Background: an optimization exercise with open tools, aiming at small area and a short achievable clock period. Do not read the settings as production practice.

## run A
==> flow/design.v (excerpt) <==
module n_bit_array_mul
#(
    parameter N = 32
)
(
    input[N-1:0] data_in,
    input clk, clr_n, load_a, load_b,
    output [2*N-1:0] product,
    output done
);
    reg [N-1:0] a_q, b_q;
    reg [2*N-1:0] p_q;
    wire [2*N-1:0] product_d;
    always @(posedge clk or negedge clr_n) begin
        if (!clr_n) begin
            a_q <= {N{1'b0}};
            b_q <= {N{1'b0}};
            p_q <= {(2*N){1'b0}};
        end else begin
            if (load_a) a_q <= data_in;
            if (load_b) b_q <= data_in;
            p_q <= product_d;
        end
    end
    assign product = p_q;
    assign done = 1'b1;
    wire [15:0] b_one, b_two, b_neg;
    wire [15:0] b_negn = ~b_neg;
  ...
==> flow/config.mk <==
export PLATFORM = sky130hd
export DESIGN_NAME = n_bit_array_mul
export DESIGN_NICKNAME = n_bit_array_mul
export VERILOG_FILES = /design/flow/design.v
export SDC_FILE = /design/flow/constraint.sdc
export NUM_CORES = 4
export LEC_CHECK = 0
export CAP_MARGIN = 20
export CORE_MARGIN = 2
export CORE_UTILIZATION = 50
export SLEW_MARGIN = 20
export SYNTH_HIERARCHICAL = 1
==> flow/constraint.sdc <==
create_clock -name core_clock -period 38.0 [get_ports {clk}]
set_input_delay 7.6000 -clock core_clock [delete_from_list [all_inputs] [get_ports {clk}]]
set_output_delay 7.6000 -clock core_clock [all_outputs]
set_load 0.01 [all_outputs]
standard.sh (not shown) runs the stock make flow with config.mk's settings and CLKGATE_MAP_FILE= SYNTH_SCRIPT=/design/flow/synth_recipe.tcl, a recipe that flattens the netlist after the stock synthesis.
==> flow/flow/run.sh <==
#!/bin/bash
# Layout flow: the standard flow (standard.sh: the standard synthesis and
# the ORFS steps, unchanged) with these layout choices of its own:
#  1. the buffers that placement puts on every port are buf_2 cells instead
#     of the delay-cell buffers that buffer_ports picks by default;
#  2. after global placement (flow/resize.tcl): cells that synthesis sized up
#     but that drive at most two loads go back to their _1 size, and the port
#     buffers of load_a, load_b and clr_n (large fanout) become buf_8.
# Each step's full output goes to a log file of its own in this folder; ORFS
# also keeps its per-step logs under orfs/logs/.
set -euo pipefail
R=$PWD/orfs/results/$FLOW_PLATFORM/n_bit_array_mul/base
export BUFFER_PORTS_ARGS="-buffer_cell sky130_fd_sc_hd__buf_2"
bash standard.sh $R/3_3_place_gp.odb > flow_1_to_global_place.log 2>&1
RESIZE_ODB=$R/3_3_place_gp.odb openroad -no_init -exit flow/resize.tcl > flow_2_resize.log 2>&1
bash standard.sh > flow_3_finish.log 2>&1
==> flow/flow/resize.tcl <==
# Layout choices applied to the global placement result, before the
# placement resizer (repair_design) and detailed placement:
#  - cells that synthesis sized up but that drive at most two loads are set
#    back to their _1 size (same function, same pins);
#  - the port buffers of load_a, load_b and clr_n, which fan out to many
#    registers, are made buf_8.
set odb $::env(RESIZE_ODB)
read_db $odb
set db [ord::get_db]
set block [ord::get_db_block]
set small [dict create \
  sky130_fd_sc_hd__a21oi_2 sky130_fd_sc_hd__a21oi_1 \
  sky130_fd_sc_hd__mux2_4 sky130_fd_sc_hd__mux2_1 \
  sky130_fd_sc_hd__mux2_2 sky130_fd_sc_hd__mux2_1]
set n 0
foreach inst [$block getInsts] {
  set m [[$inst getMaster] getName]
  if {![dict exists $small $m]} { continue }
  set fo 0
  foreach it [$inst getITerms] {
    if {[$it isOutputSignal]} {
      set net [$it getNet]
      if {$net ne "NULL"} {
        set fo [expr {[llength [$net getITerms]] - 1 + [llength [$net getBTerms]]}]
      }
    }
  }
  if {$fo <= 2} {
    $inst swapMaster [$db findMaster [dict get $small $m]]
    incr n
  }
}
puts "resized $n cells down"
set big [$db findMaster sky130_fd_sc_hd__buf_8]
foreach p {load_a load_b clr_n} {
  set net [[$block findBTerm $p] getNet]
  foreach it [$net getITerms] {
    set inst [$it getInst]
    if {[string match "sky130_fd_sc_hd__buf_*" [[$inst getMaster] getName]]} {
      puts "port $p: [$inst getName] [[$inst getMaster] getName] -> sky130_fd_sc_hd__buf_8"
      $inst swapMaster $big
    }
  }
}
write_db $odb
Run A reached the end of the flow, and the finished layout is clean on the timing, design-rule and antenna checks.
The inputs of run B differ from those of run A as listed below.
--- a/flow/flow/run.sh
+++ b/flow/flow/run.sh
@@ -8 +8,3 @@
-#     buffers of load_a, load_b and clr_n (large fanout) become buf_8.
+#     buffers of load_a, load_b and clr_n (large fanout) become buf_8;
+#  3. after the placement resizer (flow/resize2.tcl): the buffers of the
+#     clr_n tree that drive more than 16 loads become buf_16.
@@ -16 +18,3 @@
-bash standard.sh > flow_3_finish.log 2>&1
+bash standard.sh $R/3_4_place_resized.odb > flow_3_place_resize.log 2>&1
+RESIZE_ODB=$R/3_4_place_resized.odb openroad -no_init -exit flow/resize2.tcl > flow_4_resize_clear.log 2>&1
+bash standard.sh > flow_5_finish.log 2>&1
==> flow/flow/resize2.tcl (new file) <==
# Layout choice applied after the placement resizer, before detailed
# placement: the buffers of the clear (clr_n) tree that drive 16 or more
# loads become buf_16, so the clear reaches all registers sooner.
set odb $::env(RESIZE_ODB)
read_db $odb
set db [ord::get_db]
set block [ord::get_db_block]
set big [$db findMaster sky130_fd_sc_hd__buf_16]
set todo [list [[$block findBTerm clr_n] getNet]]
while {[llength $todo]} {
  set net [lindex $todo 0]
  set todo [lrange $todo 1 end]
  foreach it [$net getITerms] {
    if {![$it isInputSignal]} { continue }
    set inst [$it getInst]
    set m [[$inst getMaster] getName]
    if {![string match "sky130_fd_sc_hd__buf_*" $m]} { continue }
    foreach ot [$inst getITerms] {
      if {[$ot isOutputSignal] && [$ot getNet] ne "NULL"} {
        set onet [$ot getNet]
        set fo [llength [$onet getITerms]]
        if {$fo > 16} {
          puts "clr_n tree: [$inst getName] $m fanout [expr {$fo - 1}] -> sky130_fd_sc_hd__buf_16"
          $inst swapMaster $big
        }
        lappend todo $onet
      }
    }
  }
}
write_db $odb
## What came out
Per the final summary, run B finished and its layout is clean on timing, DRC and antenna. Looking at termination of the worst setup path, the product[55] result is from run A; the product[28] one comes from run B. Core utilization essentially unchanged between run A and run B. Routed wire in run B totals more than in run A. The final worst clock skew in run B sits 0.0074 ns above the value recorded for run A. Diff run A..run B | proportion of cell area occupied by registers | negligible.
For run C, these inputs were changed with respect to run B:
--- a/flow/flow/run.sh
+++ b/flow/flow/run.sh
@@ -10,0 +11,2 @@
+#  4. clock tree synthesis runs with its usual options plus
+#     -dont_use_dummy_load (no extra load cells on the clock tree).
@@ -15,0 +18 @@
+export CTS_ARGS="-sink_clustering_enable -repair_clock_nets -dont_use_dummy_load"
[summary]
Run C went all the way through synthesis, placement and routing and the layout is clean on timing, DRC and antenna.
Run C vs run B: clock-buffer cell count down
Reported for run B and run C, synthesized area turned out identical to the last digit.
Looking at detailed-route vias per instance, run C sits about 0.5% above run B.
When run C is measured against run B, its cell area turns out 0.56% lower.
Number of design-rule violations left by the first detailed-router iteration, run B and run C: higher on run C
No run of this note included a check of the RTL's function; only the layout flow was run.

-- static timing again, ports no longer ideal --
How much do the figures lean on ideal ports? The routed layouts below were timed once more, with nothing changed but the port constraints. Step 1 (the two cells are an assumption about what drives the block):
set clk [get_ports {clk}]
set_driving_cell -lib_cell sky130_fd_sc_hd__clkbuf_16 $clk
set_driving_cell -lib_cell sky130_fd_sc_hd__buf_2 [delete_from_list [all_inputs] $clk]
Step 2 adds t to the input delays and takes it off the output delays; t is the mean of the earliest and latest rising clock arrival at the registers after step 1. Input paths then give back, and output paths get back, about the clock's delay inside the block. Slacks: no drivers / after step 1 / after step 2; pairs: no drivers / after step 1.
run | t, ns | slack for setup (ns) | worst data-port slew with drivers (ns) | pins driven straight from the clock port
run A | 0.544 | 29.397 / 29.335 / 29.164 | 0.05 | 1
run B | 0.554 | 29.394 / 29.330 / 29.232 | 0.09 | 1
run C | 0.547 | 29.401 / 29.337 / 29.242 | 0.09 | 1
After both steps every run listed still meets setup and hold. For run A, which loses most, drivers alone change the setup slack by -0.062 ns; drivers and shift together by -0.233 ns. The worst setup slack also covers recovery checks on asynchronous resets.
